Background: an optimization exercise with open tools, aiming at small area and a short achievable clock period. Do not read the settings as production practice.
Where RTL was checked, it was by simulation tests only, not by an equivalence proof against the original.
For run 1, only the layout was checked, not whether the RTL still works.
Power and IR drop assume default switching activity.

==> design.v <==
module lowp2(signal_in,
             signal_out,
             time_constant,
             clock_in,
             reset,
             enable);
input                 enable;
input  signed [27:0]  signal_in;
output signed [27:0]  signal_out;
input  signed [4:0]   time_constant;
input                 clock_in;
input                 reset;
localparam N = 256;
localparam W = 36;
reg  [28*(N-1)-1:0] sr;     
reg  [27:0]     last;       
reg  [7:0]      cnt;        
reg             full;       
reg  [W-1:0]    sumn;       
reg  [27:0]     outq;       
wire            full_next = ~reset & (full | (cnt == 8'd255));
wire [W-1:0] base = ~sumn - {{(W-28){last[27]}}, last};
wire [W-1:0] nsum, nsumn;
lowp2_add #(.W(W)) add (.a({{(W-28){signal_in[27]}}, signal_in}), .b(base), .clr(reset),
                        .y(nsum), .yn(nsumn));
always @(posedge clock_in) begin
    sr   <= {sr[28*(N-2)-1:0], signal_in};
    last <= full_next ? sr[28*(N-1)-1 -: 28] : 28'd0;
end
always @(posedge clock_in) begin
    if (reset) begin
        cnt  <= 8'd0;
        full <= 1'b0;
    end else begin
        cnt  <= cnt + 8'd1;
        full <= full_next;
    end
    sumn <= nsumn;
    outq <= nsum[W-1:8];
end
assign signal_out = outq;
endmodule
module lowp2_add #(parameter W = 36) (a, b, clr, y, yn);
input  [W-1:0] a;
input  [W-1:0] b;
input          clr;
output [W-1:0] y;
output [W-1:0] yn;
wire [W-1:0] gn0 = ~(a & b);
wire [W-1:0] pn0 = ~(a ^ b);
wire [W-1:0] p   = a ^ b;
wire [W-1:0] g1, p1, gn2, pn2, g3, p3, gn4, pn4, g5, p5, gn6, pn6;
lowp2_pfx_n #(.W(W), .D(1))  l1 (.gn(gn0), .pn(pn0), .g(g1),  .p(p1));
lowp2_pfx_t #(.W(W), .D(2))  l2 (.g(g1),  .p(p1),  .gn(gn2), .pn(pn2));
lowp2_pfx_n #(.W(W), .D(4))  l3 (.gn(gn2), .pn(pn2), .g(g3),  .p(p3));
lowp2_pfx_t #(.W(W), .D(8))  l4 (.g(g3),  .p(p3),  .gn(gn4), .pn(pn4));
lowp2_pfx_n #(.W(W), .D(16)) l5 (.gn(gn4), .pn(pn4), .g(g5),  .p(p5));
lowp2_pfx_t #(.W(W), .D(32)) l6 (.g(g5),  .p(p5),  .gn(gn6), .pn(pn6));
lowp2_sum #(.W(W)) s (.p(p), .cn({gn6[W-2:0], 1'b1}), .clr(clr), .y(y), .yn(yn));
endmodule
module lowp2_pfx_t #(parameter W = 36, parameter D = 1) (g, p, gn, pn);
input  [W-1:0] g;
input  [W-1:0] p;
output [W-1:0] gn;
output [W-1:0] pn;
genvar i;
generate
    for (i = 0; i < W; i = i + 1) begin : bt
        if (i >= D) begin : mix
            assign gn[i] = ~(g[i] | (p[i] & g[i-D]));
            assign pn[i] = ~(p[i] & p[i-D]);
        end else begin : pass
            assign gn[i] = ~g[i];
            assign pn[i] = ~p[i];
        end
    end
endgenerate
endmodule
module lowp2_pfx_n #(parameter W = 36, parameter D = 1) (gn, pn, g, p);
input  [W-1:0] gn;
input  [W-1:0] pn;
output [W-1:0] g;
output [W-1:0] p;
genvar i;
generate
    for (i = 0; i < W; i = i + 1) begin : bt
        if (i >= D) begin : mix
            assign g[i] = ~(gn[i] & (pn[i] | gn[i-D]));
            assign p[i] = ~(pn[i] | pn[i-D]);
        end else begin : pass
            assign g[i] = ~gn[i];
            assign p[i] = ~pn[i];
        end
    end
endgenerate
endmodule
module lowp2_sum #(parameter W = 36) (p, cn, clr, y, yn);
input  [W-1:0] p;
input  [W-1:0] cn;
input          clr;
output [W-1:0] y;
output [W-1:0] yn;
assign yn = (p ^ cn) | {W{clr}};
assign y  = ~yn;
endmodule
==> standard.sh <==
#!/bin/bash
# synth_recipe.tcl (not shown) runs the flow's synth.tcl, then flattens the netlist and writes it again
# the make line also repeats each setting of config.mk as NAME=value (left out here)
make -C /OpenROAD-flow-scripts/flow DESIGN_CONFIG=/design/flow/config.mk WORK_HOME=/design/flow/orfs CLKGATE_MAP_FILE= SYNTH_SCRIPT=/design/flow/synth_recipe.tcl "${@:-finish}"
==> config.mk <==
export PLATFORM = sky130hd
export DESIGN_NAME = lowp2
export DESIGN_NICKNAME = lowp2
export VERILOG_FILES = /design/flow/design.v
export SDC_FILE = /design/flow/constraint.sdc
export NUM_CORES = 4
export LEC_CHECK = 0
export CAP_MARGIN = 20
export CORE_MARGIN = 2
export CORE_UTILIZATION = 62
export PLACE_DENSITY = 0.72
export SLEW_MARGIN = 20
export SYNTH_HIERARCHICAL = 1
export SYNTH_MINIMUM_KEEP_SIZE = 0
==> constraint.sdc <==
create_clock -name core_clock -period 18.0 [get_ports {clock_in}]
set_input_delay 3.6000 -clock core_clock [delete_from_list [all_inputs] [get_ports {clock_in}]]
set_output_delay 3.6000 -clock core_clock [all_outputs]
set_load 0.01 [all_outputs]
==> flow/run.sh <==
#!/bin/bash
# The standard layout (the standard.sh), with changes to how it is made:
#  - ports are buffered with buf_4 instead of the delay buffer buffer_ports picks by default;
#  - CTS inserts no dummy loads, and drives up to 18 flip-flops from each clkbuf_8 leaf;
#  - timing repair aims for a setup margin, so that it sizes the few paths through the
#    adder and the ports for speed (the SDC and its clock period are the standard flow's, unchanged);
set -euo pipefail
CTS="-sink_clustering_enable -repair_clock_nets -dont_use_dummy_load"
CTS="$CTS -sink_clustering_size 18 -sink_clustering_max_diameter 50"
CTS="$CTS -sink_clustering_buffer sky130_fd_sc_hd__clkbuf_8"
bash standard.sh \
  "BUFFER_PORTS_ARGS=-buffer_cell sky130_fd_sc_hd__buf_4" \
  "CTS_ARGS=$CTS" \
  "SETUP_SLACK_MARGIN=13.8" \
  finish > standard_make.log 2>&1
==> flow_summary_export.csv, run 1 <==
group,metric,value,unit
timing,whs,265,ps
min_path,hold_class,"reg2reg",
floorplanning,initial_core_util,62.5,%
pwr,combPwrFrac,15.5,%
floorplanning,rows,180,
clock_network,clk_pin_slew,100,ps
grt,first_global_vias,52400,
timing,fin_setup_tns,0,ps
job,max-cap-violations,0,
floorplanning,dieArea,246000,sq um
setup_path,timing.rr.end,"outq[24]$_DFF_P_",
synthesis,synth_warnings,7,
setup_path,path_cells,"buf_6",
floorplanning,dieWidth,496,um
final_layout,final_area,166000,sq um
timing,finalSetupViolations,0,
timing,fmax,199,MHz
setup_path,max_stage_delay,360,ps
setup_path,cp.arrival,1410,ps
synthesis,syn-cell-area,150000,sq um
setup_path,reg2reg_from,"sumn[0]$_DFF_P_",
setup_path,cp.required,14400,ps
timing,rsz0062_at_grt,"yes",
final_layout,multi_input_area,7140,sq um
setup_path,regToRegSetupSlack,13650,ps
final_layout,drive_gt1_share,12.1,%
floorplanning,io_pins,64,
drt,drt_first_pass_iters,4,
pwr,power_frac_clock,24.9,%
clock_network,htreeDepth,5,
drt,vias_per_cell,4.22,
floorplanning,dieHeight,496,um
clock_network,cts_buffers,464,
timing,skew,106,ps
setup_path,cpLargestDelayFamily,"flip-flops",
pwr,power.internal,20.7,mW
setup_path,critPathMaxFanout,1,
timing,relSlewSlack,43.9,%
drt,drt_iter0_drc,1928,
setup_path,critPathLaunchType,"flip-flop",
timing,min_period,5010,ps
min_path,min_path_cells,0,
clock_network,cts.sinks,7241,
drt,post-route-drc-count,0,
grt,grt_pass1_wl,278,mm
placed_design,placed_cell_area,155000,sq um
status,status,"no timing/DRC/antenna violations",
setup_path,cp_slowest_cell,"dfxtp_2",
drt,wl_per_cell,14.3,um
pwr,p_total,27.4,mW
grt,grt_max_degree,74,
placed_design,gp_congestion,0.746,
synthesis,syn_inst,8163,
drt,drtAntennaViolNets,0,
synthesis,synth.net_count,8272,
clock_network,hold_buffers,0,
pwr,netSwitchingPower,6.72,mW
grt,overflow,0,
timing,drv_slew,0,
placed_design,dp_hpwl,92.4,mm
clock_network,cts.path.max_buffers,4,
timing,report.final.hold_viol_count,0,
clock_network,cts_root_buf,"clkbuf_16",
min_path,min_to,"sr[872]$_DFF_P_",
clock_network,cts_tree,"built",
setup_path,reg2regPathDepth,23,
timing,worst_pin_slew,841,ps
min_path,min_from,"sr[844]$_DFF_P_",
setup_path,critPathBufInv,1,
pwr,sequentialPowerShare,59.5,%
pwr,p_leak,66.6,nW
final_layout,nFillCells,14800,
grt,grtUsageTotal,14.1,%
final_layout,synthToLayoutAreaGrowth,10.1,%
pwr,sw_frac_of_total,24.5,%
final_layout,regArea,145000,sq um
timing,min_period_over_period,27.9,%
drt,vias,50400,
setup_path,cp-end-kind,"output pin",
grt,antenna_found_initial,5,
pwr,power.density,166,nW/um^2
placed_design,io_buffers,57,
setup_path,critical_path_class,"reg2out",
floorplanning,coreArea,241000,sq um
synthesis,avgSynthCellArea,18.4,sq um
clock_network,clock_latency,930,ps
drt,drt_wl_total,170,mm
pwr,vdd.ir_drop.worst,117,uV
final_layout,final_nets,8870,
-- how the worst max path moves through the flow --
stage	from	end	cells past startpoint
4_1_cts	outq[0]$_DFF_P_	signal_out[0]	1
2_1_floorplan	signal_in[3]	outq[25]$_DFF_P_	10
5_1_grt	outq[1]$_DFF_P_	signal_out[1]	1
3_5_place_dp	signal_in[16]	outq[15]$_DFF_P_	11
6_report	outq[19]$_DFF_P_	signal_out[19]	1
3_3_place_gp	signal_in[17]	outq[15]$_DFF_P_	11
-- sequential cells by signal, summed over array words and instances, names as in the netlist --
register / flops
sr: 7140
sumn: 36
last: 28
outq: 28
cnt: 8
full: 1
-- cell usage in the layout, fill, tap and decap left out, types with 8 or more instances in the layout --
cell,count
clkbuf_16,49
ha_1,36
clkbuf_8,415
a21o_1,16
dfxtp_4,13
xor2_1,15
dfxtp_2,17
buf_4,55
o21ai_4,38
ha_4,36
nand2_4,13
nand2_1,35
a21oi_2,24
o21ai_0,11
dfxtp_1,7211
inv_4,18
xnor2_1,24
nand3_1,11
inv_2,61
a21oi_1,40
and2_1,31
inv_6,8
a21oi_4,33
inv_1,113
o21ai_1,18
nor2_4,48
nor2b_1,29
buf_6,75
nand2_2,24
nor2_1,26
xnor2_2,20
xnor2_4,12
nor2_2,14
buf_12,17
nand2b_1,38
o21ai_2,35
-- stage by stage --
step                setup WS, ps  util, %  cells
floorplan                  13110        -   8163
global placement           11980     64.5  11400
detailed placement         11990     64.5  11400
CTS                        12860     68.5  11900
global route               12880     68.8  11900
finish                     12990     68.8  11900
-- layer usage --
layer  share of wire (%)  up-vias  wire (um)  GRT usage (%)
met4                 2.4        0       4150           4.47
met2                  41      578      69300           20.2
met1                  53    23500      90200           21.4
li1                    -    26000          -              -
met3                 4.0      362       6770           3.30
met5                   0        -          0              0
-- power groups by stage --
stage | Clock (mW) | Combinational, mW | Sequential, mW
after floorplan | 0 | 1.66 | 16.7
after global placement | 0 | 2.54 | 16.7
after detailed placement | 0 | 2.53 | 16.7
after CTS | 7.11 | 3.93 | 16.4
after global routing | 7.67 | 4.60 | 16.4
final | 6.84 | 4.26 | 16.3
-- final cells by class --
class	instances	share of cell area [%]
Antenna cell	4	0.00604
Clock buffer	464	4.19
Inverter	201	0.510
Multi-Input combinational cell	702	4.31
Sequential cell	7241	87.6
Tap cell	3185	2.41
Timing Repair Buffer	151	1.00
-- what timing repair did --
item	CTS	global route
resized for setup	507	128
pin swaps	134	100
setup buffers	71	23
setup endpoints to repair	87	88
==> run 2: changes to the inputs <==
--- a/design.v
+++ b/design.v
@@ -17,11 +17,10 @@
 reg  [7:0]      cnt;        
 reg             full;       
-reg  [W-1:0]    sumn;       
-reg  [27:0]     outq;       
+reg  [W-1:0]    sum;        
 wire            full_next = ~reset & (full | (cnt == 8'd255));
-wire [W-1:0] base = ~sumn - {{(W-28){last[27]}}, last};
-wire [W-1:0] nsum, nsumn;
+wire [W-1:0] base = sum - {{(W-28){last[27]}}, last};
+wire [W-1:0] nsum;
 lowp2_add #(.W(W)) add (.a({{(W-28){signal_in[27]}}, signal_in}), .b(base), .clr(reset),
-                        .y(nsum), .yn(nsumn));
+                        .y(nsum));
 always @(posedge clock_in) begin
     sr   <= {sr[28*(N-2)-1:0], signal_in};
@@ -36,15 +35,13 @@
         full <= full_next;
     end
-    sumn <= nsumn;
-    outq <= nsum[W-1:8];
+    sum <= nsum;
 end
-assign signal_out = outq;
+assign signal_out = sum[W-1:8];
 endmodule
-module lowp2_add #(parameter W = 36) (a, b, clr, y, yn);
+module lowp2_add #(parameter W = 36) (a, b, clr, y);
 input  [W-1:0] a;
 input  [W-1:0] b;
 input          clr;
 output [W-1:0] y;
-output [W-1:0] yn;
 wire [W-1:0] gn0 = ~(a & b);
 wire [W-1:0] pn0 = ~(a ^ b);
@@ -57,5 +54,5 @@
 lowp2_pfx_n #(.W(W), .D(16)) l5 (.gn(gn4), .pn(pn4), .g(g5),  .p(p5));
 lowp2_pfx_t #(.W(W), .D(32)) l6 (.g(g5),  .p(p5),  .gn(gn6), .pn(pn6));
-lowp2_sum #(.W(W)) s (.p(p), .cn({gn6[W-2:0], 1'b1}), .clr(clr), .y(y), .yn(yn));
+lowp2_sum #(.W(W)) s (.p(p), .cn({gn6[W-2:0], 1'b1}), .clr(clr), .y(y));
 endmodule
 module lowp2_pfx_t #(parameter W = 36, parameter D = 1) (g, p, gn, pn);
@@ -95,11 +92,9 @@
 endgenerate
 endmodule
-module lowp2_sum #(parameter W = 36) (p, cn, clr, y, yn);
+module lowp2_sum #(parameter W = 36) (p, cn, clr, y);
 input  [W-1:0] p;
 input  [W-1:0] cn;
 input          clr;
 output [W-1:0] y;
-output [W-1:0] yn;
-assign yn = (p ^ cn) | {W{clr}};
-assign y  = ~yn;
+assign y = ~((p ^ cn) | {W{clr}});
 endmodule
==> flow_summary_export.csv, run 2 <==
group,metric,value,unit
final_layout,top_regs,"sr x7140, sum x36, last x28",
job,max-cap-violations,0,
timing,rsz0062_at_grt,"yes",
timing,drv_slew,0,
synthesis,avgSynthCellArea,18.4,sq um
grt,grt_max_degree,46,
synthesis,synth.net_count,8223,
floorplanning,dieHeight,495,um
setup_path,cp_slowest_cell,"dfxtp_4",
drt,drt_first_pass_iters,4,
min_path,hold_class,"reg2reg",
setup_path,max_stage_delay,390,ps
status,status,"no timing/DRC/antenna violations",
final_layout,regMostFlops,"sr",
final_layout,drive_gt1_share,11.8,%
grt,grtUsageTotal,14.6,%
timing,fin_setup_tns,0,ps
final_layout,layout_common_cells,"dfxtp_1 (7,185), clkbuf_8 (420), inv_1 (88)",
synthesis,synth_warnings,7,
synthesis,syn_inst,8114,
clock_network,cts.sinks,7213,
setup_path,cp.arrival,1370,ps
timing,relSlewSlack,50.3,%
placed_design,gp_congestion,0.739,
clock_network,cts_root_buf,"clkbuf_16",
pwr,p_total,26.8,mW
final_layout,final_nets,8789,
timing,worst_pin_slew,740,ps
pwr,vdd.ir_drop.worst,110,uV
floorplanning,coreArea,240000,sq um
final_layout,layout_commonest_cell,"dfxtp_1",
timing,fmax,201,MHz
timing,skew,121,ps
clock_network,clock_latency,920,ps
grt,first_global_vias,52800,
clock_network,clk_pin_slew,100,ps
drt,wl_per_cell,14.9,um
final_layout,nFillCells,14700,
placed_design,io_buffers,57,
setup_path,critPathBufInv,1,
timing,min_period_over_period,27.6,%
floorplanning,initial_core_util,62.3,%
drt,vias_per_cell,4.21,
grt,grt_pass1_wl,284,mm
timing,min_period,4970,ps
timing,report.final.hold_viol_count,0,
clock_network,htreeDepth,5,
drt,drtAntennaViolNets,0,
setup_path,regToRegSetupSlack,13660,ps
floorplanning,dieWidth,495,um
clock_network,cts.path.max_buffers,4,
setup_path,path_cells,"buf_6",
placed_design,dp_hpwl,94.9,mm
synthesis,syn-cell-area,150000,sq um
floorplanning,dieArea,245000,sq um
setup_path,cp-end-kind,"output pin",
setup_path,critical_path_class,"reg2out",
clock_network,cts_buffers,469,
setup_path,critPathLaunchType,"flip-flop",
setup_path,critPathMaxFanout,2,
floorplanning,io_pins,64,
grt,overflow,0,
drt,vias,50000,
pwr,power.density,163,nW/um^2
grt,antenna_found_initial,11,
pwr,p_leak,65.9,nW
floorplanning,rows,180,
setup_path,cp.required,14400,ps
drt,post-route-drc-count,0,
clock_network,cts_tree,"built",
final_layout,synthToLayoutAreaGrowth,9.74,%
setup_path,cpLargestDelayFamily,"flip-flops",
final_layout,largest_register_ffs,7140,
drt,drt_iter0_drc,2186,
drt,drt_wl_total,177,mm
timing,finalSetupViolations,0,
run 2: cell types whose count changed in the layout (fill, tap and decap cells not counted), moves of 10 or more:
cell      previous run  this run
buf_4               55        68
xnor2_2             20         6
buf_6               75        54
inv_2               61        51
xor2_1              15        35
dfxtp_1           7211      7185
nand2b_1            38         0
inv_1              113        88
xnor2_4             12         0
xor2_2               2        13
nor2b_1             29         6
nor2_1              26        63
nand2_1             35        50
run 2: final timing paths:
kind	startpoint	endpoint	cells past startpoint
setup reg to reg	last[1]$_SDFF_PN0_	sum[34]$_DFF_P_	19
hold reg to reg	sr[7064]$_DFF_P_	sr[7092]$_DFF_P_	0
setup / recovery	sum[26]$_DFF_P_	signal_out[18]	1
hold / removal	sr[7064]$_DFF_P_	sr[7092]$_DFF_P_	0
run 2: per-layer routing:
metal | vias up | share of wire [%] | wire, um | GRT usage [%]
met2 | 583 | 42 | 74900 | 21.6
li1 | 25800 | - | - | -
met5 | - | 0 | 0 | 0
met3 | 361 | 3.2 | 5600 | 2.82
met1 | 23300 | 52 | 91500 | 21.6
met4 | 0 | 2.9 | 5090 | 5.11
run 2: what timing repair did:
action / 4_1_cts / 5_1_grt
endpoints found under the hold margin: 0 / 0
hold buffers: 0 / 0
pin swaps: 135 / 90
endpoints found under the setup margin: 61 / 61
setup buffers: 67 / 17
resized for setup: 494 / 97
run 2: cell type report:
| cell class | count | area [sq um] | area share (%) |
|---|---|---|---|
| sequential | 7213 | 144000 | 87.9 |
| clock buffer | 469 | 7010 | 4.27 |
| multi-input combinational | 683 | 6550 | 3.99 |
| tap | 3185 | 3990 | 2.43 |
| timing repair buffer | 141 | 1490 | 0.905 |
| inverter | 172 | 771 | 0.469 |
| antenna | 2 | 5.00 | 0.00305 |
run 2: stage by stage:
step	worst slack (ps)	hold WS [ps]	utilization, %	cells	area, sq um
after floorplan	13140	310	-	8114	150000
after global placement	11980	310	64.2	11300	154000
after detailed placement	12000	312	64.2	11300	154000
after CTS	12900	237	68.1	11800	164000
after global routing	12920	230	68.4	11900	164000
final	13030	238	68.4	11900	164000
run 2: report_power, final:
part           switching, mW  internal, mW
Combinational           2.21          1.45
Sequential            0.0817          16.2
Clock                   4.30          2.59
==> run 3: changes to the inputs <==
--- a/flow/run.sh
+++ b/flow/run.sh
@@ -12,4 +12,4 @@
   "BUFFER_PORTS_ARGS=-buffer_cell sky130_fd_sc_hd__buf_4" \
   "CTS_ARGS=$CTS" \
-  "SETUP_SLACK_MARGIN=13.8" \
+  "SETUP_SLACK_MARGIN=13.15" \
   finish > standard_make.log 2>&1
==> flow_summary_export.csv, run 3 <==
group,metric,value,unit
final_layout,regMostFlops,"sr",
grt,overflow,0,
drt,met2_length,70.4,mm
clock_network,cts_root_buf,"clkbuf_16",
clock_network,htreeDepth,5,
floorplanning,dieHeight,495,um
setup_path,critPathMaxFanout,2,
setup_path,critPathLaunchType,"flip-flop",
drt,vias_per_cell,4.23,
final_layout,drive_gt1_share,8.01,%
grt,antenna_found_initial,8,
placed_design,placed_cell_area,154000,sq um
placed_design,dp_hpwl,95.6,mm
pwr,vdd.ir_drop.worst,123,uV
synthesis,synth_warnings,7,
final_layout,final_area,162000,sq um
floorplanning,dieArea,245000,sq um
drt,wl_met1,89.7,mm
drt,top_layer,"met4",
floorplanning,coreArea,240000,sq um
clock_network,hold_buffers,0,
drt,vias,49800,
clock_network,cts_tree,"built",
setup_path,cp.required,14400,ps
timing,worst_pin_slew,1020,ps
setup_path,cpLargestDelayFamily,"flip-flops",
grt,first_global_vias,52100,
clock_network,cts_buffers,470,
synthesis,avgSynthCellArea,18.4,sq um
final_layout,final_nets,8717,
floorplanning,io_pins,64,
timing,fmax,200,MHz
final_layout,largest_register_ffs,7140,
job,max-cap-violations,0,
timing,skew,138,ps
status,status,"no timing/DRC/antenna violations",
drt,drt_wl_total,172,mm
clock_network,cts.path.max_buffers,4,
drt,dr_wl_met3,6.08,mm
final_layout,synthToLayoutAreaGrowth,8.01,%
setup_path,cp.arrival,1400,ps
placed_design,io_buffers,57,
drt,wl_per_cell,14.6,um
timing,report.final.hold_viol_count,0,
clock_network,cts.sinks,7213,
timing,fin_setup_tns,0,ps
placed_design,gp_congestion,0.744,
grt,grt_max_degree,46,
min_path,hold_class,"reg2reg",
grt,grtUsageTotal,14.3,%
timing,drv_slew,0,
synthesis,syn_inst,8114,
setup_path,max_stage_delay,400,ps
drt,drt_iter0_drc,2014,
pwr,p_leak,65.0,nW
timing,min_period,5000,ps
synthesis,syn-cell-area,150000,sq um
timing,rsz0062_at_grt,"yes",
floorplanning,dieWidth,495,um
final_layout,nFillCells,15000,
floorplanning,initial_core_util,62.3,%
setup_path,cp_slowest_cell,"dfxtp_4",
timing,min_period_over_period,27.8,%
pwr,power.density,157,nW/um^2
timing,relSlewSlack,32.0,%
setup_path,critical_path_class,"reg2out",
final_layout,top_regs,"sr x7140, sum x36, last x28",
timing,finalSetupViolations,0,
floorplanning,rows,180,
setup_path,cp-end-kind,"output pin",
synthesis,synth.net_count,8223,
clock_network,clock_latency,930,ps
drt,drtAntennaViolNets,0,
setup_path,path_cells,"buf_6",
final_layout,layout_commonest_cell,"dfxtp_1",
drt,drt_first_pass_iters,4,
setup_path,critPathBufInv,1,
final_layout,layout_common_cells,"dfxtp_1 (7,185), clkbuf_8 (421), inv_1 (143)",
clock_network,clk_pin_slew,100,ps
grt,grt_pass1_wl,278,mm
drt,post-route-drc-count,0,
## run 3: cell type report
class / instances / area (sq um) / area share [%]
Antenna cell: 5 / 12.5 / 0.00774
Inverter: 172 / 646 / 0.399
Multi-Input combinational cell: 683 / 4900 / 3.03
Clock buffer: 470 / 7020 / 4.34
Sequential cell: 7213 / 144000 / 89.4
Timing Repair Buffer: 68 / 642 / 0.397
Tap cell: 3185 / 3990 / 2.46
## run 3: final timing paths
check | slack, ps | end | depth (start not counted) | start
max | 13000 | signal_out[13] | 1 | sum[21]$_DFF_P_
min | 270 | sr[6663]$_DFF_P_ | 0 | sr[6635]$_DFF_P_
max reg2reg | 13330 | sum[33]$_DFF_P_ | 19 | last[0]$_SDFF_PN0_
min reg2reg | 270 | sr[6663]$_DFF_P_ | 0 | sr[6635]$_DFF_P_
## run 3: timing repair
item,CTS,global route
gates resized for setup,80,36
buffers inserted,8,3
cloned,0,0
hold endpoints to repair,0,0
endpoints found under the setup margin,32,49
pin swaps,2,4
## run 3: layer usage
metal,vias to the layer above,GRT usage (%)
li1,25600,-
met1,23200,21.3
met2,619,20.7
met3,397,2.85
met4,0,5.54
met5,-,0
## run 3: power by group
| group | switching [mW] | internal (mW) |
|---|---|---|
| sequential | 0.0810 | 16.2 |
| combinational | 1.53 | 0.787 |
| clock | 4.26 | 2.60 |
| total | 5.87 | 19.5 |
## run 3: per-stage QoR
step / std cells / hold WS [ps] / setup slack, ps / utilization, % / power [mW]
after floorplan: 8114 / 310 / 13140 / - / 18.0
after global placement: 11300 / 309 / 11950 / 64.2 / 18.9
after detailed placement: 11300 / 312 / 12050 / 64.2 / 18.9
after CTS: 11800 / 259 / 12890 / 67.2 / 25.7
after global routing: 11800 / 267 / 12890 / 67.3 / 26.6
final: 11800 / 270 / 13000 / 67.3 / 25.4
==> run 4: changes to the inputs <==
--- a/flow/run.sh
+++ b/flow/run.sh
@@ -7,5 +7,5 @@
 set -euo pipefail
 CTS="-sink_clustering_enable -repair_clock_nets -dont_use_dummy_load"
-CTS="$CTS -sink_clustering_size 18 -sink_clustering_max_diameter 50"
+CTS="$CTS -sink_clustering_size 20 -sink_clustering_max_diameter 50"
 CTS="$CTS -sink_clustering_buffer sky130_fd_sc_hd__clkbuf_8"
 bash standard.sh \
==> flow_summary_export.csv, run 4 <==
group,metric,value,unit
status,status,"no timing/DRC/antenna violations",
setup_path,critical_path_class,"reg2out",
synthesis,syn-cell-area,150000,sq um
setup_path,max_stage_delay,400,ps
pwr,sw_frac_of_total,23.1,%
clock_network,cts_root_buf,"clkbuf_16",
synthesis,avgSynthCellArea,18.4,sq um
timing,fmax,200,MHz
placed_design,io_buffers,57,
timing,min_period,5000,ps
grt,antenna_found_initial,8,
setup_path,cpLargestDelayFamily,"flip-flops",
timing,worst_pin_slew,999,ps
timing,fin_setup_tns,0,ps
final_layout,multi_input_area,4910,sq um
timing,drv_slew,0,
placed_design,dp_hpwl,95.6,mm
grt,first_global_vias,51700,
grt,grt_pass1_wl,274,mm
setup_path,critPathBufInv,1,
setup_path,cp_slowest_cell,"dfxtp_4",
final_layout,regMostFlops,"sr",
pwr,netSwitchingPower,5.82,mW
setup_path,path_cells,"buf_6",
timing,whs,241,ps
final_layout,nFillCells,15100,
setup_path,critPathMaxFanout,2,
timing,rsz0062_at_grt,"yes",
pwr,vdd.ir_drop.worst,105,uV
clock_network,cts.sinks,7213,
clock_network,cts_tree,"built",
clock_network,hold_buffers,0,
floorplanning,initial_core_util,62.3,%
synthesis,syn_inst,8114,
timing,min_period_over_period,27.8,%
floorplanning,rows,180,
clock_network,htreeDepth,5,
timing,relSlewSlack,33.3,%
drt,wl_per_cell,14.4,um
min_path,hold_class,"reg2reg",
pwr,combPwrFrac,9.2,%
min_path,min_from,"sr[2150]$_DFF_P_",
setup_path,reg2reg_from,"last[0]$_SDFF_PN0_",
setup_path,cp.required,14400,ps
drt,vias_per_cell,4.23,
drt,post-route-drc-count,0,
placed_design,gp_congestion,0.744,
clock_network,clock_latency,920,ps
drt,drtAntennaViolNets,0,
clock_network,cts_buffers,441,
synthesis,synth.net_count,8223,
grt,overflow,0,
final_layout,largest_register_ffs,7140,
grt,grt_max_degree,46,
floorplanning,dieHeight,495,um
pwr,power.internal,19.4,mW
job,max-cap-violations,0,
grt,grtUsageTotal,14.0,%
final_layout,top_regs,"sr x7140, sum x36, last x28",
final_layout,layout_commonest_cell,"dfxtp_1",
final_layout,regArea,144000,sq um
final_layout,synthToLayoutAreaGrowth,7.75,%
final_layout,layout_common_cells,"dfxtp_1 (7,185), clkbuf_8 (392), inv_1 (143)",
floorplanning,dieWidth,495,um
timing,finalSetupViolations,0,
drt,vias,49700,
pwr,p_leak,64.8,nW
drt,drt_first_pass_iters,4,
min_path,min_path_cells,0,
clock_network,cts.path.max_buffers,4,
floorplanning,dieArea,245000,sq um
floorplanning,coreArea,240000,sq um
min_path,min_to,"sr[2178]$_DFF_P_",
setup_path,cp.depth,1,
setup_path,reg2regPathDepth,19,
final_layout,final_nets,8689,
setup_path,cp-end-kind,"output pin",
pwr,power.density,156,nW/um^2
setup_path,timing.rr.end,"sum[33]$_DFF_P_",
pwr,sequentialPowerShare,64.4,%
floorplanning,io_pins,64,
timing,skew,131,ps
setup_path,critPathLaunchType,"flip-flop",
final_layout,drive_gt1_share,7.72,%
drt,drt_wl_total,170,mm
drt,drt_iter0_drc,1962,
setup_path,cp.arrival,1400,ps
timing,report.final.hold_viol_count,0,
pwr,power_frac_clock,26.4,%
setup_path,regToRegSetupSlack,13320,ps
synthesis,synth_warnings,7,
clock_network,clk_pin_slew,110,ps
## run 4: cell types whose count changed in the layout (fill, tap and decap cells not counted), sizes merged
cell    before  now
buf         68   69
clkbuf     470  441
## run 4: power by group through the flow
stage	clock, mW	combinational [mW]	sequential (mW)
after floorplan	0	1.46	16.6
after global placement	0	2.33	16.6
after detailed placement	0	2.29	16.6
final	6.66	2.33	16.2
after CTS	6.93	2.35	16.3
after global routing	7.47	2.63	16.3
## run 4: layout make-up
type                    instances  share of cell area [%]
flip-flops and latches       7213                    89.6
inverters                     172                   0.400
multi-input cells             683                    3.04
diodes                          5                 0.00776
repair buffers                 69                   0.400
clock buffers                 441                    4.11
well taps                    3185                    2.47
## run 4: how the worst max path moves through the flow
stage,from,end,slack (ps)
6_report,sum[29]$_DFF_P_,signal_out[21],13000
3_3_place_gp,signal_in[15],sum[17]$_DFF_P_,11950
4_1_cts,sum[21]$_DFF_P_,signal_out[13],12910
3_5_place_dp,signal_in[15],sum[17]$_DFF_P_,12050
2_1_floorplan,signal_in[7],sum[34]$_DFF_P_,13140
5_1_grt,sum[29]$_DFF_P_,signal_out[21],12910
## run 4: through the flow
step / utilization (%) / cells / power [mW] / instance area (sq um) / setup WS [ps]
2_1_floorplan: - / 8114 / 18.0 / 150000 / 13140
3_5_place_dp: 64.2 / 11300 / 18.9 / 154000 / 12050
4_1_cts: 67.0 / 11800 / 25.5 / 161000 / 12910
5_1_grt: 67.1 / 11800 / 26.4 / 161000 / 12910
6_report: 67.1 / 11800 / 25.2 / 161000 / 13000
3_3_place_gp: 64.2 / 11300 / 18.9 / 154000 / 11950
## run 4: per-layer routing
layer	global-route usage [%]	share of wire [%]
met1	21.1	52
met3	2.79	3.8
met2	20.2	40
met4	5.44	3.4
met5	0	0
## run 4: repair_timing
action	CTS	global route
gates resized for setup	78	37
cloned	0	0
buffers inserted	9	3
endpoints found under the setup margin	32	49
pin swaps	2	4
==> run 5: changes to the inputs <==
--- a/flow/run.sh
+++ b/flow/run.sh
@@ -2,5 +2,5 @@
 # The standard layout (the standard.sh), with changes to how it is made:
 #  - ports are buffered with buf_4 instead of the delay buffer buffer_ports picks by default;
-#  - CTS inserts no dummy loads, and drives up to 18 flip-flops from each clkbuf_8 leaf;
+#  - CTS inserts no dummy loads, and drives up to 20 flip-flops from each clkbuf_8 leaf;
 #  - timing repair aims for a setup margin, so that it sizes the few paths through the
 #    adder and the ports for speed (the SDC and its clock period are the standard flow's, unchanged);
==> flow_summary_export.csv, run 5 <==
group,metric,value,unit
pwr,vdd.ir_drop.worst,105,uV
final_layout,top_regs,"sr x7140, sum x36, last x28",
drt,drt_first_pass_iters,4,
setup_path,reg2regPathDepth,19,
setup_path,cp.arrival,1400,ps
timing,skew,131,ps
min_path,hold_class,"reg2reg",
setup_path,cp-end-kind,"output pin",
setup_path,reg2reg_from,"last[0]$_SDFF_PN0_",
final_layout,largest_register_ffs,7140,
final_layout,final_util,67.1,%
drt,dr_wl_met3,6.45,mm
timing,finalSetupViolations,0,
final_layout,final_cells,11800,
placed_design,gp_congestion,0.744,
synthesis,syn_inst,8114,
grt,antenna_found_initial,8,
setup_path,regToRegSetupSlack,13320,ps
drt,wl_per_cell,14.4,um
timing,min_period,5000,ps
synthesis,syn-cell-area,150000,sq um
final_layout,final_area,161000,sq um
clock_network,hold_buffers,0,
timing,relSlewSlack,33.3,%
drt,drt_iter0_drc,1962,
timing,rsz0062_at_grt,"yes",
drt,drtAntennaViolNets,0,
placed_design,placed_cell_area,154000,sq um
floorplanning,dieHeight,495,um
drt,top_layer,"met4",
drt,drt_wl_total,170,mm
floorplanning,dieArea,245000,sq um
synthesis,synth_warnings,7,
placed_design,dpl.cell_count,11300,
grt,first_global_vias,51700,
final_layout,nFillCells,15100,
grt,grtUsageTotal,14.0,%
setup_path,max_stage_delay,400,ps
final_layout,layout_commonest_cell,"dfxtp_1",
drt,wl_met1,88.8,mm
clock_network,cts_root_buf,"clkbuf_16",
pwr,power.density,156,nW/um^2
setup_path,critPathBufInv,1,
clock_network,clock_latency,920,ps
job,max-cap-violations,0,
drt,met2_length,68.6,mm
floorplanning,io_pins,64,
final_layout,regMostFlops,"sr",
timing,report.final.hold_viol_count,0,
placed_design,dp_hpwl,95.6,mm
drt,vias,49700,
setup_path,critical_path_class,"reg2out",
clock_network,cts.sinks,7213,
synthesis,synth.net_count,8223,
final_layout,drive_gt1_share,7.72,%
setup_path,cpLargestDelayFamily,"flip-flops",
grt,grt_max_degree,46,
floorplanning,initial_core_util,62.3,%
clock_network,cts_tree,"built",
setup_path,cp-startpoint,"sum[29]$_DFF_P_",
grt,grt_pass1_wl,274,mm
drt,post-route-drc-count,0,
setup_path,critPathMaxFanout,2,
setup_path,critPathLaunchType,"flip-flop",
timing,min_period_over_period,27.8,%
timing,fmax,200,MHz
final_layout,layout_common_cells,"dfxtp_1 (7,185), clkbuf_8 (392), inv_1 (143)",
pwr,p_leak,64.8,nW
final_layout,synthToLayoutAreaGrowth,7.75,%
grt,overflow,0,
setup_path,path_cells,"buf_6",
timing,worst_pin_slew,999,ps
setup_path,endpoint,"signal_out[21]",
setup_path,cp.required,14400,ps
setup_path,timing.rr.end,"sum[33]$_DFF_P_",
floorplanning,dieWidth,495,um
setup_path,cp_slowest_cell,"dfxtp_4",
drt,vias_per_cell,4.23,
status,status,"no timing/DRC/antenna violations",
synthesis,avgSynthCellArea,18.4,sq um
floorplanning,rows,180,
clock_network,cts.path.max_buffers,4,
placed_design,io_buffers,57,
clock_network,clk_pin_slew,110,ps
timing,fin_setup_tns,0,ps
clock_network,cts_buffers,441,
floorplanning,coreArea,240000,sq um
setup_path,cp.depth,1,
final_layout,final_nets,8689,
timing,drv_slew,0,
clock_network,htreeDepth,5,
run 5: power breakdown:
group | internal, mW | leakage (nW) | switching [mW]
clock | 2.46 | 3.42 | 4.20
sequential | 16.2 | 58.6 | 0.0811
combinational | 0.789 | 2.77 | 1.54
total | 19.4 | 64.8 | 5.82
run 5: what timing repair did:
item | CTS | global route
buffers inserted | 9 | 3
pin swaps | 2 | 4
endpoints found under the setup margin | 32 | 49
resized for setup | 78 | 37
run 5: worst min-delay path by stage:
stage | start | to | slack (ps) | cells past startpoint
floorplan | sr[972]$_DFF_P_ | sr[1000]$_DFF_P_ | 310 | 0
global placement | sr[3078]$_DFF_P_ | sr[3106]$_DFF_P_ | 310 | 0
detailed placement | sr[1256]$_DFF_P_ | sr[1284]$_DFF_P_ | 310 | 0
CTS | sr[524]$_DFF_P_ | sr[552]$_DFF_P_ | 240 | 0
global route | sr[1616]$_DFF_P_ | sr[1644]$_DFF_P_ | 230 | 0
finish | sr[2150]$_DFF_P_ | sr[2178]$_DFF_P_ | 240 | 0
run 5: through the flow:
stage	total power, mW	hold WS [ps]	worst slack (ps)
floorplan	18.0	310	13140
global placement	18.9	309	11950
detailed placement	18.9	312	12050
CTS	25.5	242	12910
global route	26.4	231	12910
finish	25.2	241	13000
run 5: routing by layer:
layer	GRT usage [%]	vias to the layer above
met3	2.79	422
met1	21.1	23100
met4	5.44	0
met5	0	-
met2	20.2	613
li1	-	25600
run 5: cell type report:
cell class	count	area [sq um]	area share, %
sequential	7213	144000	89.6
multi-input combinational	683	4910	3.04
inverter	172	646	0.400
timing repair buffer	69	646	0.400
clock buffer	441	6620	4.11
tap	3185	3990	2.47
antenna	5	12.5	0.00776
run 5: worst reg2reg max path, stage by stage (launching register included):
cell	delay [ps]
dfxtp_1	390
ha_1	270
fa_1	420
nor2b_1	190
o31a_1	260
o21ai_2	150
o211ai_1	380
a31oi_2	230
o221ai_2	240
xor2_1	290
ha_1	320
inv_1	110
o21ai_1	110
a21oi_1	240
o21ai_1	160
a21oi_1	150
o21ai_1	90
a21oi_2	260
xor2_1	180
nor2_1	70
==> run 6: changes to the inputs <==
--- a/flow/run.sh
+++ b/flow/run.sh
@@ -7,6 +7,6 @@
 set -euo pipefail
 CTS="-sink_clustering_enable -repair_clock_nets -dont_use_dummy_load"
-CTS="$CTS -sink_clustering_size 20 -sink_clustering_max_diameter 50"
-CTS="$CTS -sink_clustering_buffer sky130_fd_sc_hd__clkbuf_8"
+CTS="$CTS -sink_clustering_size 36 -sink_clustering_max_diameter 50"
+CTS="$CTS -sink_clustering_buffer sky130_fd_sc_hd__clkbuf_16"
 bash standard.sh \
   "BUFFER_PORTS_ARGS=-buffer_cell sky130_fd_sc_hd__buf_4" \
==> flow_summary_export.csv, run 6 <==
group,metric,value,unit
status,status,"no timing/DRC/antenna violations",
synthesis,avgSynthCellArea,18.4,sq um
timing,rsz0062_at_grt,"yes",
synthesis,syn-cell-area,150000,sq um
clock_network,cts_tree,"built",
clock_network,cts.sinks,7213,
pwr,combPwrFrac,8.7,%
timing,min_period,5070,ps
clock_network,hold_buffers,0,
timing,drv_slew,0,
clock_network,htreeDepth,5,
synthesis,syn_inst,8114,
floorplanning,coreArea,240000,sq um
final_layout,top_regs,"sr x7140, sum x36, last x28",
placed_design,gp_congestion,0.744,
setup_path,critPathMaxFanout,2,
pwr,power_frac_clock,31.3,%
timing,min_period_over_period,28.2,%
pwr,sw_frac_of_total,22.8,%
final_layout,nFillCells,14300,
clock_network,cts_buffers,398,
grt,first_global_vias,55400,
pwr,sequentialPowerShare,60.1,%
clock_network,cts_root_buf,"clkbuf_16",
timing,skew,156,ps
drt,vias_per_cell,4.32,
timing,report.final.hold_viol_count,0,
setup_path,cp-end-kind,"output pin",
timing,worst_pin_slew,721,ps
synthesis,synth.net_count,8223,
final_layout,layout_common_cells,"dfxtp_1 (7,185), clkbuf_16 (398), inv_1 (143)",
final_layout,largest_register_ffs,7140,
final_layout,layout_commonest_cell,"dfxtp_1",
drt,drt_first_pass_iters,4,
final_layout,final_nets,8649,
pwr,vdd.ir_drop.worst,110,uV
placed_design,dp_hpwl,95.6,mm
grt,grt_pass1_wl,313,mm
drt,vias,50600,
setup_path,path_cells,"buf_6",
setup_path,cpLargestDelayFamily,"flip-flops",
pwr,netSwitchingPower,6.17,mW
final_layout,regMostFlops,"sr",
setup_path,critical_path_class,"reg2out",
final_layout,drive_gt1_share,7.30,%
timing,fin_ws,12930,ps
final_layout,regArea,144000,sq um
timing,fmax,197,MHz
floorplanning,dieArea,245000,sq um
job,max-cap-violations,0,
pwr,power.internal,20.9,mW
drt,drtAntennaViolNets,0,
setup_path,critPathLaunchType,"flip-flop",
pwr,power.density,164,nW/um^2
synthesis,synth_warnings,7,
floorplanning,io_pins,64,
clock_network,clk_pin_slew,100,ps
final_layout,multi_input_area,4920,sq um
drt,wl_per_cell,16.7,um
floorplanning,dieHeight,495,um
setup_path,max_stage_delay,390,ps
setup_path,cp_slowest_cell,"dfxtp_4",
min_path,hold_class,"reg2reg",
clock_network,clock_latency,960,ps
grt,antenna_found_initial,10,
placed_design,io_buffers,57,
setup_path,critPathBufInv,1,
timing,finalSetupViolations,0,
floorplanning,initial_core_util,62.3,%
drt,drt_wl_total,196,mm
grt,overflow,0,
final_layout,synthToLayoutAreaGrowth,9.99,%
drt,drt_iter0_drc,2393,
floorplanning,rows,180,
timing,relSlewSlack,51.9,%
setup_path,cp.arrival,1470,ps
grt,grtUsageTotal,16.4,%
setup_path,cp.required,14400,ps
drt,post-route-drc-count,0,
grt,grt_max_degree,46,
placed_design,post-place-ws,12050,ps
clock_network,cts.path.max_buffers,4,
pwr,p_leak,66.3,nW
floorplanning,dieWidth,495,um
timing,fin_setup_tns,0,ps
run 6: power by group through the flow:
stage          Clock, mW  Sequential, mW  Combinational (mW)
6_report            8.45            16.3                2.34
3_3_place_gp           0            16.6                2.33
3_5_place_dp           0            16.6                2.29
5_1_grt             9.22            16.3                2.64
2_1_floorplan          0            16.6                1.46
4_1_cts             8.70            16.3                2.34
run 6: layout make-up:
cell class / instances / area share (%)
sequential: 7213 / 87.7
clock buffer: 398 / 6.05
multi-input combinational: 683 / 2.99
tap: 3185 / 2.42
timing repair buffer: 72 / 0.406
inverter: 172 / 0.392
antenna: 1 / 0.00152
run 6: worst register-to-register path: stages (launching register included):
cell and delay, ps:
dfxtp_1 380, ha_1 260, fa_1 420, nor2b_1 180, o31a_1 240, o21ai_2 140, o21ai_1 350, a21boi_1 200
o31ai_2 290, xor2_2 370, ha_4 280, inv_2 70, o21ai_1 80, a21oi_1 250, o21ai_1 150, a21oi_1 150
o21ai_1 90, a21oi_2 250, xor2_1 180, nor2_1 60
run 6: path summary, 6_finish.rpt:
| kind | slack, ps | from | depth (start not counted) | end |
|---|---|---|---|---|
| worst max-delay path | 12930 | sum[33]$_DFF_P_ | 1 | signal_out[25] |
| worst min-delay path | 210 | sr[2150]$_DFF_P_ | 0 | sr[2178]$_DFF_P_ |
| worst max register to register | 13430 | last[0]$_SDFF_PN0_ | 19 | sum[35]$_DFF_P_ |
| worst min register to register | 210 | sr[2150]$_DFF_P_ | 0 | sr[2178]$_DFF_P_ |
run 6: what timing repair did:
action	CTS	global route
gates resized for setup	76	40
pin swaps	0	6
buffers inserted	8	6
cloned	0	0
setup endpoints to repair	30	47
run 6: metal layers:
metal	track usage, %	share of wire [%]	wire, um
met2	26.3	46	90600
met5	0	0	0
met4	5.29	2.9	5780
met3	2.64	2.8	5440
met1	22.9	48	94200
run 6: stage by stage:
step / total power, mW / hold WS, ps / std cells / cell area, sq um / util [%]
4_1_cts: 27.3 / 209 / 11700 / 164000 / 68.4
3_5_place_dp: 18.9 / 312 / 11300 / 154000 / 64.2
3_3_place_gp: 18.9 / 309 / 11300 / 154000 / 64.2
6_report: 27.0 / 214 / 11700 / 165000 / 68.5
5_1_grt: 28.1 / 200 / 11700 / 165000 / 68.5
2_1_floorplan: 18.0 / 310 / 8114 / 150000 / -
==> run 7: changes to the inputs <==
--- a/flow/run.sh
+++ b/flow/run.sh
@@ -7,9 +7,12 @@
 set -euo pipefail
 CTS="-sink_clustering_enable -repair_clock_nets -dont_use_dummy_load"
-CTS="$CTS -sink_clustering_size 36 -sink_clustering_max_diameter 50"
+CTS="$CTS -sink_clustering_size 30 -sink_clustering_max_diameter 70"
 CTS="$CTS -sink_clustering_buffer sky130_fd_sc_hd__clkbuf_16"
+# all ports on one stretch of the left edge, beside the adder and the sum registers
+PINS="-exclude top:* -exclude bottom:* -exclude right:* -exclude left:0-200 -exclude left:300-490"
 bash standard.sh \
   "BUFFER_PORTS_ARGS=-buffer_cell sky130_fd_sc_hd__buf_4" \
   "CTS_ARGS=$CTS" \
+  "PLACE_PINS_ARGS=$PINS" \
   "SETUP_SLACK_MARGIN=13.15" \
   finish > standard_make.log 2>&1
==> flow_summary_export.csv, run 7 <==
group,metric,value,unit
floorplanning,dieHeight,495,um
floorplanning,coreArea,240000,sq um
setup_path,cp.required,14400,ps
synthesis,avgSynthCellArea,18.4,sq um
clock_network,htreeDepth,5,
final_layout,final_util,67.5,%
grt,first_global_vias,53000,
placed_design,io_buffers,57,
timing,min_period,5040,ps
placed_design,gp_congestion,0.735,
setup_path,path_cells,"buf_6",
min_path,hold_class,"reg2reg",
final_layout,synthToLayoutAreaGrowth,8.38,%
grt,overflow,0,
timing,finalSetupViolations,0,
grt,grt_max_degree,31,
setup_path,reg2reg_from,"last[7]$_SDFF_PN0_",
timing,skew,132,ps
setup_path,max_stage_delay,430,ps
setup_path,cp.arrival,1440,ps
final_layout,largest_register_ffs,7140,
final_layout,final_area,162000,sq um
setup_path,critPathMaxFanout,2,
timing,drv_slew,0,
floorplanning,dieArea,245000,sq um
synthesis,syn-cell-area,150000,sq um
final_layout,regMostFlops,"sr",
timing,worst_pin_slew,1000,ps
final_layout,top_regs,"sr x7140, sum x36, last x28",
placed_design,dp_hpwl,97.3,mm
drt,vias_per_cell,4.27,
timing,fin_setup_tns,0,ps
setup_path,cpLargestDelayFamily,"flip-flops",
synthesis,synth.net_count,8223,
setup_path,cp-end-kind,"output pin",
timing,fmax,198,MHz
floorplanning,io_pins,64,
setup_path,cp-startpoint,"sum[34]$_DFF_P_",
placed_design,placed_cell_area,154000,sq um
drt,drt_iter0_drc,2250,
setup_path,critical_path_class,"reg2out",
drt,drtAntennaViolNets,0,
setup_path,regToRegSetupSlack,13320,ps
timing,min_period_over_period,28.0,%
clock_network,cts_tree,"built",
setup_path,critPathLaunchType,"flip-flop",
clock_network,cts.sinks,7213,
drt,post-route-drc-count,0,
clock_network,cts_root_buf,"clkbuf_16",
synthesis,syn_inst,8114,
final_layout,final_nets,8562,
pwr,vdd.ir_drop.worst,130,uV
timing,relSlewSlack,33.1,%
drt,wl_per_cell,16.3,um
timing,rsz0062_at_grt,"yes",
clock_network,cts_buffers,298,
floorplanning,dieWidth,495,um
pwr,power.density,160,nW/um^2
status,status,"no timing/DRC/antenna violations",
floorplanning,rows,180,
min_path,min_from,"sr[183]$_DFF_P_",
grt,grtUsageTotal,15.6,%
pwr,p_leak,65.2,nW
grt,grt_pass1_wl,299,mm
setup_path,cp_slowest_cell,"dfxtp_4",
clock_network,clock_latency,930,ps
setup_path,critPathBufInv,1,
drt,drt_first_pass_iters,4,
timing,report.final.hold_viol_count,0,
synthesis,synth_warnings,7,
final_layout,drive_gt1_share,6.34,%
grt,antenna_found_initial,5,
final_layout,layout_commonest_cell,"dfxtp_1",
final_layout,layout_common_cells,"dfxtp_1 (7,185), clkbuf_16 (298), inv_1 (142)",
drt,vias,49700,
clock_network,clk_pin_slew,100,ps
clock_network,cts.path.max_buffers,4,
job,max-cap-violations,0,
drt,drt_wl_total,189,mm
floorplanning,initial_core_util,62.3,%
run 7: changes by cell type in the layout (fill, tap and decap cells not counted), moves of 5 or more:
| cell | delta |
|---|---|
| buf_4 | +13 |
| clkbuf_16 | -100 |
| buf_8 | -5 |
| dfxtp_4 | +8 |
| dfxtp_2 | -8 |
| a21oi_1 | -5 |
run 7: final timing paths:
path	cells after the start	endpoint
worst max-delay path	1	signal_out[26]
worst min register to register	0	sr[211]$_DFF_P_
worst min-delay path	0	sr[211]$_DFF_P_
worst max register to register	18	sum[21]$_DFF_P_
run 7: power by group:
| group | internal, mW | switching (mW) | total, mW |
|---|---|---|---|
| logic | 0.803 | 1.56 | 2.36 |
| registers | 16.2 | 0.0912 | 16.3 |
| clock network | 2.99 | 4.32 | 7.31 |
| total | 20.0 | 5.97 | 25.9 |
run 7: stage by stage:
step | instances | setup WS (ps) | power, mW | hold slack, ps
after floorplan | 8114 | 13140 | 18.0 | 310
after global placement | 11300 | 11810 | 18.9 | 310
after detailed placement | 11300 | 11840 | 18.9 | 312
after CTS | 11600 | 12850 | 26.2 | 245
after global routing | 11600 | 12860 | 26.9 | 244
final | 11600 | 12960 | 25.9 | 236
run 7: cell type report:
class	count	area, sq um
flip-flops and latches	7213	144000
well taps	3185	3990
fillers	14800	78100
clock buffers	298	7460
multi-input cells	683	4890
inverters	172	646
repair buffers	85	756
diodes	3	7.51
run 7: timing repair:
action | CTS | global route
gates resized for setup | 95 | 25
endpoints found under the setup margin | 48 | 45
hold buffers | 0 | 0
buffers inserted | 24 | 2
pin swaps | 3 | 2
run 7: per-layer routing:
layer	up-vias	global-route usage (%)	part of all wire (%)
met1	23500	23.5	52
met5	-	0	0
met4	0	3.99	2.4
met3	341	2.58	3.2
li1	25400	-	-
met2	479	23.7	43
==> run 8: changes to the inputs <==
--- a/flow/run.sh
+++ b/flow/run.sh
@@ -7,6 +7,6 @@
 set -euo pipefail
 CTS="-sink_clustering_enable -repair_clock_nets -dont_use_dummy_load"
-CTS="$CTS -sink_clustering_size 30 -sink_clustering_max_diameter 70"
-CTS="$CTS -sink_clustering_buffer sky130_fd_sc_hd__clkbuf_16"
+CTS="$CTS -sink_clustering_size 20 -sink_clustering_max_diameter 50"
+CTS="$CTS -sink_clustering_buffer sky130_fd_sc_hd__clkbuf_8"
 # all ports on one stretch of the left edge, beside the adder and the sum registers
 PINS="-exclude top:* -exclude bottom:* -exclude right:* -exclude left:0-200 -exclude left:300-490"
@@ -15,4 +15,5 @@
   "CTS_ARGS=$CTS" \
   "PLACE_PINS_ARGS=$PINS" \
+  "GLOBAL_PLACEMENT_ARGS=-timing_driven_net_weight_max 5 -timing_driven_nets_percentage 3" \
   "SETUP_SLACK_MARGIN=13.15" \
   finish > standard_make.log 2>&1
==> flow_summary_export.csv, run 8 <==
group,metric,value,unit
status,status,"no timing/DRC/antenna violations",
floorplanning,dieHeight,495,um
pwr,sequentialPowerShare,64.1,%
drt,drt_wl_total,175,mm
drt,drtAntennaViolNets,0,
floorplanning,dieWidth,495,um
grt,grtUsageTotal,14.3,%
timing,finalSetupViolations,0,
pwr,power_frac_clock,26.3,%
synthesis,syn-cell-area,150000,sq um
setup_path,critical_path_class,"reg2out",
placed_design,dpl.cell_count,11300,
grt,overflow,0,
synthesis,syn_inst,8114,
final_layout,synthToLayoutAreaGrowth,7.82,%
pwr,vdd.ir_drop.worst,97.0,uV
grt,grt_max_degree,26,
setup_path,cp.required,14400,ps
placed_design,dp_hpwl,97.2,mm
pwr,combPwrFrac,9.6,%
drt,post-route-drc-count,0,
setup_path,cp-end-kind,"output pin",
clock_network,hold_buffers,0,
timing,fin_setup_tns,0,ps
clock_network,clock_latency,920,ps
pwr,p_leak,64.9,nW
drt,drt_first_pass_iters,4,
floorplanning,initial_core_util,62.3,%
drt,wl_per_cell,14.8,um
final_layout,top_regs,"sr x7140, sum x36, last x28",
drt,vias,49800,
setup_path,cp_slowest_cell,"dfxtp_4",
timing,fmax,200,MHz
final_layout,final_cells,11800,
final_layout,final_nets,8692,
placed_design,gp_congestion,0.744,
placed_design,io_buffers,57,
setup_path,max_stage_delay,430,ps
setup_path,critPathBufInv,1,
min_path,hold_class,"reg2reg",
final_layout,layout_commonest_cell,"dfxtp_1",
timing,min_period,5010,ps
grt,grt_pass1_wl,279,mm
setup_path,path_cells,"buf_6",
timing,report.final.hold_viol_count,0,
pwr,power.density,157,nW/um^2
grt,first_global_vias,51800,
timing,whs,214,ps
timing,min_period_over_period,27.8,%
job,max-cap-violations,0,
clock_network,htreeDepth,5,
synthesis,avgSynthCellArea,18.4,sq um
pwr,netSwitchingPower,5.92,mW
clock_network,clk_pin_slew,110,ps
timing,worst_pin_slew,626,ps
clock_network,cts_buffers,437,
pwr,power.internal,19.4,mW
final_layout,largest_register_ffs,7140,
setup_path,critPathMaxFanout,2,
synthesis,synth.net_count,8223,
floorplanning,dieArea,245000,sq um
clock_network,cts_root_buf,"clkbuf_16",
drt,vias_per_cell,4.23,
setup_path,critPathLaunchType,"flip-flop",
clock_network,cts.sinks,7213,
final_layout,regMostFlops,"sr",
setup_path,cpLargestDelayFamily,"flip-flops",
final_layout,layout_common_cells,"dfxtp_1 (7,184), clkbuf_8 (388), inv_1 (141)",
setup_path,cp.arrival,1410,ps
drt,drt_iter0_drc,2019,
timing,skew,130,ps
clock_network,cts.path.max_buffers,4,
timing,rsz0062_at_grt,"yes",
floorplanning,io_pins,64,
grt,antenna_found_initial,7,
synthesis,synth_warnings,7,
floorplanning,rows,180,
timing,drv_slew,0,
final_layout,drive_gt1_share,8.06,%
pwr,sw_frac_of_total,23.3,%
clock_network,cts_tree,"built",
floorplanning,coreArea,240000,sq um
timing,relSlewSlack,57.9,%
==> run 8: final timing paths <==
| path | depth (start not counted) | end | from | slack [ps] |
|---|---|---|---|---|
| max reg2reg | 20 | sum[35]$_DFF_P_ | last[0]$_SDFF_PN0_ | 13480 |
| min | 0 | sr[211]$_DFF_P_ | sr[183]$_DFF_P_ | 210 |
| min reg2reg | 0 | sr[211]$_DFF_P_ | sr[183]$_DFF_P_ | 210 |
| max | 1 | signal_out[25] | sum[33]$_DFF_P_ | 12990 |
==> run 8: per-stage QoR <==
step	setup WS, ps	util [%]	instance area (sq um)	power, mW
floorplan	13140	-	150000	18.0
CTS	12870	67.1	161000	25.6
global route	12870	67.2	161000	26.5
detailed placement	11830	64.2	154000	18.9
global placement	11790	64.2	154000	18.9
finish	12990	67.2	161000	25.4
==> run 8: final cells by class <==
type / count / area [sq um]
Tap cell: 3185 / 3990
Multi-Input combinational cell: 683 / 5030
Clock buffer: 437 / 6570
Sequential cell: 7213 / 144000
Inverter: 172 / 646
Fill cell: 15100 / 78900
Antenna cell: 5 / 12.5
Timing Repair Buffer: 76 / 676
==> run 8: what timing repair did <==
action,4_1_cts,5_1_grt
setup buffers,15,2
gates resized for setup,101,50
pin swaps,6,6
endpoints found under the setup margin,46,48
==> run 8: power by group through the flow <==
stage / Clock (mW) / Sequential [mW] / Combinational, mW
final: 6.66 / 16.3 / 2.43
after global routing: 7.45 / 16.3 / 2.73
after CTS: 6.92 / 16.3 / 2.41
after detailed placement: 0 / 16.6 / 2.29
after global placement: 0 / 16.6 / 2.33
after floorplan: 0 / 16.6 / 1.46
==> run 8: routing by layer <==
layer / global-route usage [%] / part of all wire (%) / vias to the layer above
met5: 0 / 0 / -
met1: 22.5 / 54 / 23200
met4: 4.76 / 3.0 / 0
met2: 19.9 / 39 / 587
li1: - / - / 25600
met3: 2.83 / 3.6 / 428
==> run 9: changes to the inputs <==
--- a/flow/run.sh
+++ b/flow/run.sh
@@ -12,8 +12,8 @@
 PINS="-exclude top:* -exclude bottom:* -exclude right:* -exclude left:0-200 -exclude left:300-490"
 bash standard.sh \
+  "ADDER_MAP_FILE=" \
   "BUFFER_PORTS_ARGS=-buffer_cell sky130_fd_sc_hd__buf_4" \
   "CTS_ARGS=$CTS" \
   "PLACE_PINS_ARGS=$PINS" \
-  "GLOBAL_PLACEMENT_ARGS=-timing_driven_net_weight_max 5 -timing_driven_nets_percentage 3" \
   "SETUP_SLACK_MARGIN=13.15" \
   finish > standard_make.log 2>&1
==> flow_summary_export.csv, run 9 <==
group,metric,value,unit
clock_network,htreeDepth,5,
clock_network,cts.sinks,7213,
timing,finalSetupViolations,0,
placed_design,gp_congestion,0.752,
grt,overflow,0,
clock_network,clk_pin_slew,110,ps
timing,drv_slew,0,
final_layout,layout_common_cells,"dfxtp_1 (7,185), clkbuf_8 (389), nor2_1 (118)",
timing,min_period_over_period,27.9,%
synthesis,syn-cell-area,150000,sq um
floorplanning,coreArea,240000,sq um
grt,grt_pass1_wl,274,mm
setup_path,critPathLaunchType,"flip-flop",
job,max-cap-violations,0,
timing,fin_setup_tns,0,ps
setup_path,cpLargestDelayFamily,"flip-flops",
clock_network,hold_buffers,0,
setup_path,cp_slowest_cell,"dfxtp_4",
final_layout,final_nets,8655,
drt,drt_first_pass_iters,4,
setup_path,cp-end-kind,"output pin",
pwr,power.density,153,nW/um^2
grt,first_global_vias,51400,
final_layout,drive_gt1_share,7.38,%
drt,vias,49700,
grt,grtUsageTotal,14.0,%
drt,drt_iter0_drc,2041,
floorplanning,rows,180,
timing,rsz0062_at_grt,"yes",
setup_path,path_cells,"buf_6",
status,status,"no timing/DRC/antenna violations",
setup_path,cp.arrival,1410,ps
floorplanning,dieHeight,495,um
drt,drt_wl_total,169,mm
synthesis,synth_warnings,7,
pwr,p_leak,64.7,nW
synthesis,synth.net_count,8160,
synthesis,syn_inst,8124,
setup_path,critical_path_class,"reg2out",
clock_network,cts_tree,"built",
pwr,vdd.ir_drop.worst,103,uV
clock_network,clock_latency,910,ps
final_layout,synthToLayoutAreaGrowth,7.74,%
final_layout,largest_register_ffs,7140,
drt,wl_per_cell,14.4,um
final_layout,regMostFlops,"sr",
drt,vias_per_cell,4.21,
floorplanning,io_pins,64,
timing,min_period,5010,ps
grt,grt_max_degree,45,
final_layout,top_regs,"sr x7140, sum x36, last x28",
final_layout,layout_commonest_cell,"dfxtp_1",
setup_path,critPathMaxFanout,2,
setup_path,max_stage_delay,400,ps
floorplanning,dieWidth,495,um
grt,antenna_found_initial,1,
placed_design,dp_hpwl,92.9,mm
synthesis,avgSynthCellArea,18.4,sq um
timing,fmax,199,MHz
setup_path,critPathBufInv,1,
final_layout,final_area,161000,sq um
clock_network,cts_root_buf,"clkbuf_16",
floorplanning,dieArea,245000,sq um
clock_network,cts_buffers,438,
timing,report.final.hold_viol_count,0,
drt,drtAntennaViolNets,0,
setup_path,cp.required,14400,ps
floorplanning,initial_core_util,62.3,%
min_path,hold_class,"reg2reg",
timing,relSlewSlack,40.9,%
drt,post-route-drc-count,0,
timing,worst_pin_slew,885,ps
placed_design,io_buffers,57,
timing,skew,98.5,ps
placed_design,placed_cell_area,154000,sq um
clock_network,cts.path.max_buffers,4,
-- run 9: cell types whose count changed in the layout (fill, tap and decap cells not counted), moves of 19 or more --
cell / change
xnor2_1: +36
xnor2_2: +21
ha_1: -43
nand2_1: +27
buf_4: +23
inv_2: -31
maj3_1: +28
nor2_1: +19
xor2_1: +45
ha_4: -29
inv_1: -46
-- run 9: path summary, 6_finish.rpt --
| check | from | end | slack, ps | depth (start not counted) |
|---|---|---|---|---|
| worst max-delay path | sum[33]$_DFF_P_ | signal_out[25] | 12990 | 1 |
| worst min-delay path | sr[213]$_DFF_P_ | sr[241]$_DFF_P_ | 260 | 0 |
| worst max register to register | sum[8]$_DFF_P_ | sum[34]$_DFF_P_ | 13340 | 21 |
| worst min register to register | sr[213]$_DFF_P_ | sr[241]$_DFF_P_ | 260 | 0 |
-- run 9: power by group --
| part | internal, mW | total [mW] | leakage, nW | switching (mW) |
|---|---|---|---|---|
| registers | 16.2 | 16.2 | 58.6 | 0.0747 |
| clock network | 2.45 | 6.65 | 3.40 | 4.20 |
| logic | 0.626 | 1.76 | 2.65 | 1.14 |
| total | 19.2 | 24.7 | 64.7 | 5.41 |
-- run 9: layout make-up --
| type | instances | area, sq um |
|---|---|---|
| Sequential cell | 7213 | 145000 |
| Antenna cell | 4 | 10.0 |
| Tap cell | 3185 | 3990 |
| Multi-Input combinational cell | 771 | 4980 |
| Fill cell | 15200 | 79000 |
| Timing Repair Buffer | 100 | 876 |
| Inverter | 95 | 357 |
| Clock buffer | 438 | 6580 |
-- run 9: timing repair --
| item | in CTS | in global routing |
|---|---|---|
| endpoints found under the hold margin | 0 | 0 |
| pin swaps | 4 | 7 |
| endpoints found under the setup margin | 43 | 46 |
| buffers inserted | 33 | 8 |
| gates resized for setup | 98 | 50 |
-- run 9: metrics by stage --
step,total power [mW],utilization (%),setup WS [ps],cells,hold slack (ps)
finish,24.7,67.1,12990,11800,260
global route,25.7,67.1,12880,11800,263
CTS,24.9,67.0,12880,11800,262
detailed placement,18.2,64.0,11970,11300,312
global placement,18.2,64.0,11930,11300,310
floorplan,17.6,-,13200,8124,310
-- run 9: metal layers --
layer	wire length [um]	vias up	share of wire [%]	GRT usage, %
met5	0	-	0	0
met1	92400	23100	55	22.0
met3	8050	328	4.8	3.62
li1	-	25700	-	-
met2	65400	620	39	19.1
met4	3610	0	2.1	4.04
==> run 10: changes to the inputs <==
--- a/flow/run.sh
+++ b/flow/run.sh
@@ -12,8 +12,8 @@
 PINS="-exclude top:* -exclude bottom:* -exclude right:* -exclude left:0-200 -exclude left:300-490"
 bash standard.sh \
-  "ADDER_MAP_FILE=" \
   "BUFFER_PORTS_ARGS=-buffer_cell sky130_fd_sc_hd__buf_4" \
   "CTS_ARGS=$CTS" \
   "PLACE_PINS_ARGS=$PINS" \
+  "GLOBAL_PLACEMENT_ARGS=-timing_driven_net_weight_max 10 -timing_driven_nets_percentage 1" \
   "SETUP_SLACK_MARGIN=13.15" \
   finish > standard_make.log 2>&1
==> flow_summary_export.csv, run 10 <==
group,metric,value,unit
status,status,"no timing/DRC/antenna violations",
setup_path,critical_path_class,"reg2out",
pwr,power.internal,19.5,mW
grt,grt_pass1_wl,278,mm
grt,overflow,0,
grt,grt_max_degree,46,
setup_path,critPathLaunchType,"flip-flop",
setup_path,critPathBufInv,1,
floorplanning,initial_core_util,62.3,%
timing,relSlewSlack,56.6,%
pwr,vdd.ir_drop.worst,101,uV
floorplanning,dieWidth,495,um
synthesis,syn-cell-area,150000,sq um
grt,grtUsageTotal,14.3,%
min_path,min_to,"sr[328]$_DFF_P_",
setup_path,cp-startpoint,"sum[9]$_DFF_P_",
min_path,min_from,"sr[300]$_DFF_P_",
floorplanning,io_pins,64,
timing,min_period_over_period,27.9,%
setup_path,reg2reg_from,"last[8]$_SDFF_PN0_",
final_layout,layout_commonest_cell,"dfxtp_1",
timing,fin_ws,12980,ps
timing,report.final.hold_viol_count,0,
synthesis,synth.net_count,8223,
timing,min_period,5020,ps
timing,finalSetupViolations,0,
setup_path,cp_slowest_cell,"dfxtp_4",
drt,drtAntennaViolNets,0,
final_layout,drive_gt1_share,8.22,%
clock_network,cts_root_buf,"clkbuf_16",
clock_network,htreeDepth,5,
setup_path,max_stage_delay,400,ps
drt,vias_per_cell,4.21,
timing,rsz0062_at_grt,"yes",
pwr,p_leak,64.9,nW
synthesis,syn_inst,8114,
drt,drt_iter0_drc,2016,
final_layout,layout_common_cells,"dfxtp_1 (7,184), clkbuf_8 (391), inv_1 (142)",
synthesis,avgSynthCellArea,18.4,sq um
setup_path,cp-end-kind,"output pin",
clock_network,cts.path.max_buffers,4,
clock_network,hold_buffers,0,
clock_network,cts.sinks,7213,
timing,drv_slew,0,
placed_design,post-place-ws,11830,ps
final_layout,final_nets,8695,
drt,post-route-drc-count,0,
drt,drt_first_pass_iters,5,
floorplanning,coreArea,240000,sq um
timing,fmax,199,MHz
placed_design,dp_hpwl,96.2,mm
floorplanning,dieHeight,495,um
floorplanning,rows,180,
final_layout,regMostFlops,"sr",
setup_path,cpLargestDelayFamily,"flip-flops",
final_layout,synthToLayoutAreaGrowth,7.89,%
setup_path,cp.required,14400,ps
placed_design,io_buffers,57,
setup_path,cp.arrival,1420,ps
pwr,combPwrFrac,9.8,%
clock_network,cts_tree,"built",
timing,fin_setup_tns,0,ps
setup_path,timing.rr.end,"sum[33]$_DFF_P_",
timing,skew,126,ps
placed_design,gp_congestion,0.722,
pwr,netSwitchingPower,5.94,mW
setup_path,reg2regPathDepth,19,
drt,wl_per_cell,14.7,um
min_path,min_path_cells,0,
setup_path,critPathMaxFanout,2,
pwr,sw_frac_of_total,23.4,%
-- run 10: repair_timing --
item / 4_1_cts / 5_1_grt
resized for setup: 111 / 56
setup buffers: 15 / 3
pin swaps: 7 / 5
setup endpoints to repair: 43 / 45
-- run 10: cell type report --
| type | count | area [sq um] |
|---|---|---|
| antenna | 1 | 2.50 |
| clock buffer | 440 | 6610 |
| fill | 15100 | 78800 |
| inverter | 172 | 646 |
| multi-input combinational | 683 | 5080 |
| sequential | 7213 | 144000 |
| tap | 3185 | 3990 |
| timing repair buffer | 76 | 692 |
-- run 10: worst register-to-register path: stages (launching register included) --
cell	delay [ps]
dfxtp_1	340
inv_1	120
ha_1	480
nand4_2	260
o22a_1	360
o221ai_2	260
a21oi_4	90
o41ai_4	440
a211oi_1	180
xnor2_2	320
ha_1	340
inv_2	100
nor2_2	60
nand2_1	140
o21ai_1	110
a21oi_1	160
o21ai_1	130
a21oi_4	220
xor2_2	200
nor2_1	70
-- run 10: worst max-delay path by stage --
stage                      endpoint  slack, ps  cells past startpoint
finish                signal_out[1]      12980                      1
global route          signal_out[0]      12890                      1
CTS                   signal_out[0]      12880                      1
detailed placement  sum[21]$_DFF_P_      11830                     11
global placement    sum[21]$_DFF_P_      11800                     11
floorplan           sum[34]$_DFF_P_      13140                     10
-- run 10: routing by layer --
metal | routed length [um] | vias up | global-route usage (%)
li1 | - | 25600 | -
met1 | 94600 | 23000 | 22.5
met2 | 68000 | 619 | 19.8
met3 | 6670 | 301 | 3.10
met4 | 3360 | 0 | 4.05
met5 | 0 | - | 0
-- run 10: per-stage QoR --
stage	area (sq um)	std cells	utilization, %	power (mW)
floorplan	150000	8114	-	18.0
global placement	154000	11300	64.2	18.9
detailed placement	154000	11300	64.2	18.9
CTS	161000	11800	67.1	25.6
global route	162000	11800	67.2	26.6
finish	162000	11800	67.2	25.4
-- run 10: power by group through the flow --
stage               clock [mW]  sequential (mW)  combinational (mW)
floorplan                    0             16.6                1.46
detailed placement           0             16.6                2.28
CTS                       6.93             16.3                2.43
finish                    6.67             16.3                2.48
global placement             0             16.6                2.32
global route              7.49             16.3                2.78
